Context: an optimization exercise on an open-source flow, tuned for small area. The choices shown serve that exercise and are no tape-out recipe.

==> inputs of 10-21 <==
## adc_top
module adc_top (
    input  wire                clk,
    input  wire                rstn,
    input  wire signed [4:0]   dat_in,
    output wire                clk_vld_out,
    output wire signed [31:0]  dat_out
);
    reg  [8:0] cnt;       
    reg  [5:0] ph;        
    reg        clr;       
    reg        vld;
    always @(posedge clk or negedge rstn) begin
        if (!rstn) begin
            cnt <= 9'd0;
            ph  <= 6'd0;
            clr <= 1'b1;
            vld <= 1'b0;
        end else begin
            cnt <= cnt + 9'd1;
            ph  <= (ph == 6'd34) ? 6'd0 : ph + 6'd1;
            if (ph == 6'd34)
                clr <= 1'b0;
            vld <= (cnt == 9'd452);
        end
    end
    wire rend = (ph == 6'd34);         
    wire cap  = (cnt[5:0] == 6'd1);    
    reg       cpend;
    reg [2:0] ckk;
    reg       e0v, e1e, e2e, e3v, e3w, e4v;
    reg [2:0] e0k;
    reg [1:0] e1k, e2k;
    always @(posedge clk or negedge rstn) begin
        if (!rstn) begin
            cpend <= 1'b0; ckk <= 3'd0;
            e0v <= 1'b0; e1e <= 1'b0; e2e <= 1'b0; e3v <= 1'b0; e3w <= 1'b0; e4v <= 1'b0;
            e0k <= 3'd0; e1k <= 2'd0; e2k <= 2'd0;
        end else if (rend) begin
            e0v <= cpend | cap;
            e0k <= cap ? cnt[8:6] : ckk;
            cpend <= 1'b0;
            e1e <= e0v & ~e0k[0]; e1k <= e0k[2:1];
            e2e <= e1e;           e2k <= e1k;
            e3v <= e2e & (e2k == 2'd0);
            e3w <= e2e & (e2k == 2'd2);
            e4v <= e3v;
        end else if (cap) begin
            cpend <= 1'b1;
            ckk   <= cnt[8:6];
        end
    end
    wire ystr;                  
    wire e1str;                 
    wire e2str;                 
    wire e2sign;
    cic_filter u_cic (
        .clk(clk), .rstn(rstn), .dat_in(dat_in), .ph(ph), .cap(cap),
        .rend(rend), .pass(e0v), .clr(clr), .y(ystr)
    );
    wire [13:0] cl;             
    wire [2:0]  hl_e;           
    wire [1:0]  hl_o;           
    cic_comp_filter u_comp (
        .clk(clk), .ph(ph), .clr(clr),
        .pB(e0v & ~e0k[0]), .pA(e1e), .pQ(e2e & ~e2k[0]),
        .ystr(ystr), .cl(cl), .hl_e(hl_e), .hl_o(hl_o), .str(e1str)
    );
    hb1_filter u_hb1 (
        .clk(clk), .clr(clr), .ystr(ystr), .shift_c(e0v),
  ...
==> module cic_comp_filter, before the edit <==
module cic_comp_filter (
    input               clk,
    input       [5:0]   ph,
    input               clr,
    input               pB,
    input               pA,
    input               pQ,
    input               ystr,
    input       [13:0]  cl,
    input       [2:0]   hl_e,
    input       [1:0]   hl_o,
    output              str
);
    wire sgn = (ph == 6'd34);
    wire rb  = (ph == 6'd0);
    reg a1, b1, a2, b2, a3, b3, a4, b4;
    always @* begin
        a1 = 1'b0; b1 = 1'b0; a2 = 1'b0; b2 = 1'b0;
        a3 = 1'b0; b3 = 1'b0; a4 = 1'b0; b4 = 1'b0;
        if (pB) begin
            a1 = ystr;   b1 = cl[13];     
            a2 = cl[0];  b2 = cl[12];     
            a3 = cl[5];  b3 = cl[7];      
            a4 = cl[6];                   
        end
        if (pA) begin
            a1 = cl[2];  b1 = cl[12];     
            a2 = cl[3];  b2 = cl[11];     
            a3 = cl[4];  b3 = cl[10];     
            a4 = cl[5];  b4 = cl[9];      
        end
        if (pQ) begin
            a1 = str;     b1 = hl_e[2];
            a2 = hl_e[0]; b2 = hl_e[1];
            a3 = hl_o[1];
        end
    end
    reg  [3:0] cy;
    wire [3:0] ci = rb ? 4'd0 : cy;
    wire s1 = a1 ^ b1 ^ ci[0];
    wire s2 = a2 ^ b2 ^ ci[1];
    wire s3 = a3 ^ b3 ^ ci[2];
    wire s4 = a4 ^ b4 ^ ci[3];
    always @(posedge clk) begin
        cy[0] <= (a1 & b1) | (a1 & ci[0]) | (b1 & ci[0]);
        cy[1] <= (a2 & b2) | (a2 & ci[1]) | (b2 & ci[1]);
        cy[2] <= (a3 & b3) | (a3 & ci[2]) | (b3 & ci[2]);
        cy[3] <= (a4 & b4) | (a4 & ci[3]) | (b4 & ci[3]);
    end
    reg [31:0] x12;
    always @* begin
        x12 = 32'd0;
        if (pB) begin
            case ({sgn, s1, s4})
                3'b000: x12 = 32'sd0;
                3'b001: x12 = 32'sd628155438;
                3'b010: x12 = -32'sd6421026;
                3'b011: x12 = 32'sd621734412;
                3'b100: x12 = 32'sd0;
                3'b101: x12 = -32'sd628155438;
                3'b110: x12 = 32'sd6421026;
                3'b111: x12 = -32'sd621734412;
            endcase
        end
        if (pA) begin
            case ({sgn, s1, s4})
                3'b000: x12 = 32'sd0;
                3'b001: x12 = -32'sd53216433;
                3'b010: x12 = 32'sd34811522;
                3'b011: x12 = -32'sd18404911;
                3'b100: x12 = 32'sd0;
                3'b101: x12 = 32'sd53216431;
                3'b110: x12 = -32'sd34811522;
                3'b111: x12 = 32'sd18404909;
            endcase
        end
        if (pQ) begin
            case ({sgn, s1, s4})
                3'b000: x12 = 32'sd0;
                3'b001: x12 = 32'sd0;
                3'b010: x12 = -32'sd54357298;
                3'b011: x12 = -32'sd54357298;
                3'b100: x12 = 32'sd0;
                3'b101: x12 = 32'sd0;
                3'b110: x12 = 32'sd54357298;
                3'b111: x12 = 32'sd54357298;
            endcase
        end
    end
    reg [31:0] x34;
    always @* begin
        x34 = 32'd0;
        if (pB) begin
            case ({sgn, s2, s3})
                3'b000: x34 = 32'sd0;
                3'b001: x34 = 32'sd356375486;
                3'b010: x34 = -32'sd1088314;
                3'b011: x34 = 32'sd355287172;
                3'b100: x34 = 32'sd0;
                3'b101: x34 = -32'sd356375486;
                3'b110: x34 = 32'sd1088314;
                3'b111: x34 = -32'sd355287172;
            endcase
        end
        if (pA) begin
            case ({sgn, s2, s3})
                3'b000: x34 = 32'sd0;
                3'b001: x34 = -32'sd116533699;
                3'b010: x34 = 32'sd8641811;
                3'b011: x34 = -32'sd107891888;
                3'b100: x34 = 32'sd0;
                3'b101: x34 = 32'sd116533697;
                3'b110: x34 = -32'sd8641809;
                3'b111: x34 = 32'sd107891888;
            endcase
        end
        if (pQ) begin
            case ({sgn, s2, s3})
                3'b000: x34 = 32'sd0;
                3'b001: x34 = 32'sd536870912;
                3'b010: x34 = 32'sd316817548;
                3'b011: x34 = 32'sd853688460;
                3'b100: x34 = 32'sd0;
                3'b101: x34 = -32'sd536870912;
                3'b110: x34 = -32'sd316817548;
                3'b111: x34 = -32'sd853688460;
            endcase
        end
    end
    wire first = pB | pQ;
    reg  signed [30:0] acc;
    reg         [34:0] lr;
    reg         [29:0] hr;
    reg         [4:0]  dly;
    reg                pfirst;
    wire               lb = ~first & lr[0];
    wire        [31:0] ae = rb ? 32'd0 : {acc[30], acc};
    wire        [31:0] sum;
    wire [31:0] cs_s, cs_k;
    csa #(32) c0 (.a(ae), .b(x12), .c(x34), .s(cs_s), .k(cs_k));
    rca #(32) ra (.a(cs_s), .b(cs_k), .ci(lb), .s(sum));
    wire        [29:0] hn;
    rca #(30) rh (.a(hr & {30{~(rb & pfirst)}}), .b(acc[29:0] & {30{rb}}), .ci(1'b0), .s(hn));
    always @(posedge clk) begin
        acc <= sum[31:1];
        lr  <= {sum[0], lr[34:1]};
        dly <= {sum[0], dly[4:1]};
        hr <= hn;
        if (sgn)
            pfirst <= first;
    end
    assign str = (ph < 6'd5) ? dly[0] : hr[ph - 6'd5];
endmodule
Settings: LEC_CHECK=0, CAP_MARGIN=20, CORE_MARGIN=2, CORE_UTILIZATION=60, CTS_CLUSTER_DIAMETER=100, CTS_CLUSTER_SIZE=30, SLEW_MARGIN=20; clock period 30.0 ns.
run.sh (not shown) runs the stock make flow with config.mk's settings and CLKGATE_MAP_FILE= SYNTH_SCRIPT=/design/flow/synth_recipe.tcl, a recipe that flattens the netlist after the stock synthesis.
==> 10-28: changes against 10-21 <==
--- a/flow/design.v
+++ b/flow/design.v
@@ -117,14 +117,14 @@
         a3 = 1'b0; b3 = 1'b0; a4 = 1'b0; b4 = 1'b0;
         if (pB) begin
-            a1 = ystr;   b1 = cl[13];     
-            a2 = cl[0];  b2 = cl[12];     
-            a3 = cl[5];  b3 = cl[7];      
-            a4 = cl[6];                   
+            a1 = ystr;   b1 = cl[13];
+            a2 = cl[0];  b2 = cl[12];
+            a3 = cl[1];  b3 = cl[11];
+            a4 = cl[2];  b4 = cl[10];
         end
         if (pA) begin
-            a1 = cl[2];  b1 = cl[12];     
-            a2 = cl[3];  b2 = cl[11];     
-            a3 = cl[4];  b3 = cl[10];     
-            a4 = cl[5];  b4 = cl[9];      
+            a1 = cl[4];  b1 = cl[10];
+            a2 = cl[5];  b2 = cl[9];
+            a3 = cl[6];  b3 = cl[8];
+            a4 = cl[7];
         end
         if (pQ) begin
@@ -146,86 +146,86 @@
         cy[3] <= (a4 & b4) | (a4 & ci[3]) | (b4 & ci[3]);
     end
-    reg [31:0] x12;
+    reg [32:0] x12;
     always @* begin
-        x12 = 32'd0;
+        x12 = 33'd0;
         if (pB) begin
-            case ({sgn, s1, s4})
-                3'b000: x12 = 32'sd0;
-                3'b001: x12 = 32'sd628155438;
-                3'b010: x12 = -32'sd6421026;
-                3'b011: x12 = 32'sd621734412;
-                3'b100: x12 = 32'sd0;
-                3'b101: x12 = -32'sd628155438;
-                3'b110: x12 = 32'sd6421026;
-                3'b111: x12 = -32'sd621734412;
+            case ({sgn, s1, s2})
+                3'b000: x12 = 33'sd0;
+                3'b001: x12 = -33'sd1088314;
+                3'b010: x12 = -33'sd6421026;
+                3'b011: x12 = -33'sd7509340;
+                3'b100: x12 = 33'sd0;
+                3'b101: x12 = 33'sd1088314;
+                3'b110: x12 = 33'sd6421026;
+                3'b111: x12 = 33'sd7509340;
             endcase
         end
         if (pA) begin
-            case ({sgn, s1, s4})
-                3'b000: x12 = 32'sd0;
-                3'b001: x12 = -32'sd53216433;
-                3'b010: x12 = 32'sd34811522;
-                3'b011: x12 = -32'sd18404911;
-                3'b100: x12 = 32'sd0;
-                3'b101: x12 = 32'sd53216431;
-                3'b110: x12 = -32'sd34811522;
-                3'b111: x12 = 32'sd18404909;
+            case ({sgn, s1, s2})
+                3'b000: x12 = 33'sd0;
+                3'b001: x12 = -33'sd53216433;
+                3'b010: x12 = -33'sd116533699;
+                3'b011: x12 = -33'sd169750132;
+                3'b100: x12 = 33'sd0;
+                3'b101: x12 = 33'sd53216431;
+                3'b110: x12 = 33'sd116533697;
+                3'b111: x12 = 33'sd169750128;
             endcase
         end
         if (pQ) begin
-            case ({sgn, s1, s4})
-                3'b000: x12 = 32'sd0;
-                3'b001: x12 = 32'sd0;
-                3'b010: x12 = -32'sd54357298;
-                3'b011: x12 = -32'sd54357298;
-                3'b100: x12 = 32'sd0;
-                3'b101: x12 = 32'sd0;
-                3'b110: x12 = 32'sd54357298;
-                3'b111: x12 = 32'sd54357298;
+            case ({sgn, s1, s2})
+                3'b000: x12 = 33'sd0;
+                3'b001: x12 = 33'sd316817548;
+                3'b010: x12 = -33'sd54357298;
+                3'b011: x12 = 33'sd262460250;
+                3'b100: x12 = 33'sd0;
+                3'b101: x12 = -33'sd316817548;
+                3'b110: x12 = 33'sd54357298;
+                3'b111: x12 = -33'sd262460250;
             endcase
         end
     end
-    reg [31:0] x34;
+    reg [32:0] x34;
     always @* begin
-        x34 = 32'd0;
+        x34 = 33'd0;
         if (pB) begin
-            case ({sgn, s2, s3})
-                3'b000: x34 = 32'sd0;
-                3'b001: x34 = 32'sd356375486;
-                3'b010: x34 = -32'sd1088314;
-                3'b011: x34 = 32'sd355287172;
-                3'b100: x34 = 32'sd0;
-                3'b101: x34 = -32'sd356375486;
-                3'b110: x34 = 32'sd1088314;
-                3'b111: x34 = -32'sd355287172;
+            case ({sgn, s3, s4})
+                3'b000: x34 = 33'sd0;
+                3'b001: x34 = 33'sd8641811;
+                3'b010: x34 = 33'sd34811522;
+                3'b011: x34 = 33'sd43453333;
+                3'b100: x34 = 33'sd0;
+                3'b101: x34 = -33'sd8641809;
+                3'b110: x34 = -33'sd34811522;
+                3'b111: x34 = -33'sd43453331;
             endcase
         end
         if (pA) begin
-            case ({sgn, s2, s3})
-                3'b000: x34 = 32'sd0;
-                3'b001: x34 = -32'sd116533699;
-                3'b010: x34 = 32'sd8641811;
-                3'b011: x34 = -32'sd107891888;
-                3'b100: x34 = 32'sd0;
-                3'b101: x34 = 32'sd116533697;
-                3'b110: x34 = -32'sd8641809;
-                3'b111: x34 = 32'sd107891888;
+            case ({sgn, s3, s4})
+                3'b000: x34 = 33'sd0;
+                3'b001: x34 = 33'sd628155438;
+                3'b010: x34 = 33'sd356375486;
+                3'b011: x34 = 33'sd984530924;
+                3'b100: x34 = 33'sd0;
+                3'b101: x34 = -33'sd628155438;
+                3'b110: x34 = -33'sd356375486;
+                3'b111: x34 = -33'sd984530924;
             endcase
         end
         if (pQ) begin
-            case ({sgn, s2, s3})
-                3'b000: x34 = 32'sd0;
-                3'b001: x34 = 32'sd536870912;
-                3'b010: x34 = 32'sd316817548;
-                3'b011: x34 = 32'sd853688460;
-                3'b100: x34 = 32'sd0;
-                3'b101: x34 = -32'sd536870912;
-                3'b110: x34 = -32'sd316817548;
-                3'b111: x34 = -32'sd853688460;
+            case ({sgn, s3, s4})
+                3'b000: x34 = 33'sd0;
+                3'b001: x34 = 33'sd0;
+                3'b010: x34 = 33'sd536870912;
+                3'b011: x34 = 33'sd536870912;
+                3'b100: x34 = 33'sd0;
+                3'b101: x34 = 33'sd0;
+                3'b110: x34 = -33'sd536870912;
+                3'b111: x34 = -33'sd536870912;
             endcase
         end
     end
     wire first = pB | pQ;
-    reg  signed [30:0] acc;
+    reg  signed [31:0] acc;
     reg         [34:0] lr;
     reg         [29:0] hr;
@@ -233,13 +233,13 @@
     reg                pfirst;
     wire               lb = ~first & lr[0];
-    wire        [31:0] ae = rb ? 32'd0 : {acc[30], acc};
-    wire        [31:0] sum;
-    wire [31:0] cs_s, cs_k;
-    csa #(32) c0 (.a(ae), .b(x12), .c(x34), .s(cs_s), .k(cs_k));
-    rca #(32) ra (.a(cs_s), .b(cs_k), .ci(lb), .s(sum));
+    wire        [32:0] ae = rb ? 33'd0 : {acc[31], acc};
+    wire        [32:0] sum;
+    wire [32:0] cs_s, cs_k;
+    csa #(33) c0 (.a(ae), .b(x12), .c(x34), .s(cs_s), .k(cs_k));
+    rca #(33) ra (.a(cs_s), .b(cs_k), .ci(lb), .s(sum));
     wire        [29:0] hn;
     rca #(30) rh (.a(hr & {30{~(rb & pfirst)}}), .b(acc[29:0] & {30{rb}}), .ci(1'b0), .s(hn));
     always @(posedge clk) begin
-        acc <= sum[31:1];
+        acc <= sum[32:1];
         lr  <= {sum[0], lr[34:1]};
         dly <= {sum[0], dly[4:1]};
- CORE_UTILIZATION: 60 -> 65
- CTS_CLUSTER_DIAMETER: 100 -> 80
- CTS_CLUSTER_SIZE: 30 -> 34
- PLACE_DENSITY: not set -> 0.8
==> impl_metrics.tcl <==
set metrics [dict create \
    worstSkewPairLatency_ps 790 \
    async_flop_share_pct 6.59 \
    yosys-top-cells-area "dfxtp_1 72%, fa_1 8.6%, dfrtp_1 6.3%" \
    p_comb_share_pct 7.8 \
    synth_xor_area_share_pct 0.362 \
    floorplan.rows 130 \
    synth_seq_cells 3246 \
    ir_drop_mv 0.0617 \
    outcome "finished clean" \
    crit_arrival_ps 20960 \
    ant_nets 0 \
]
Source of the figures above: 10-28

==> impl_metrics.tcl <==
set metrics [dict create \
    outcome "complete, but fails checks" \
    violations "antenna violations" \
    synth_xor_area_share_pct 0.352 \
    p_comb_share_pct 7.0 \
    ir_drop_mv 0.0509 \
    ant_nets 1 \
]
Source of the figures above: 10-21

No run of this note included a check of the RTL's function; only the layout flow was run.

==> port drivers added, routing unchanged <==
The results above use ideal ports. As a check the final layouts listed here were re-extracted and re-timed, cells and wires unchanged. Step 1, drivers: a clkbuf_16 drives clk and a buf_2 each remaining input, both assumed. Step 2 adds t to the input delays and takes it off the output delays; t is the mean of the earliest and latest rising clock arrival at the registers after step 1. Input paths then give back, and output paths get back, about the clock's delay inside the block. Three values: no drivers, after step 1, after step 2; two values: the first two.
run	t (ns)	slack for setup (ns)	worst data-port slew with drivers (ns)
10-21	0.825	9.788 / 9.840 / 9.015	0.05
10-28	0.829	9.692 / 9.735 / 8.906	0.08
The setup slack of 10-28, which loses most, moves by +0.043 ns with the drivers and by -0.786 ns with both steps.
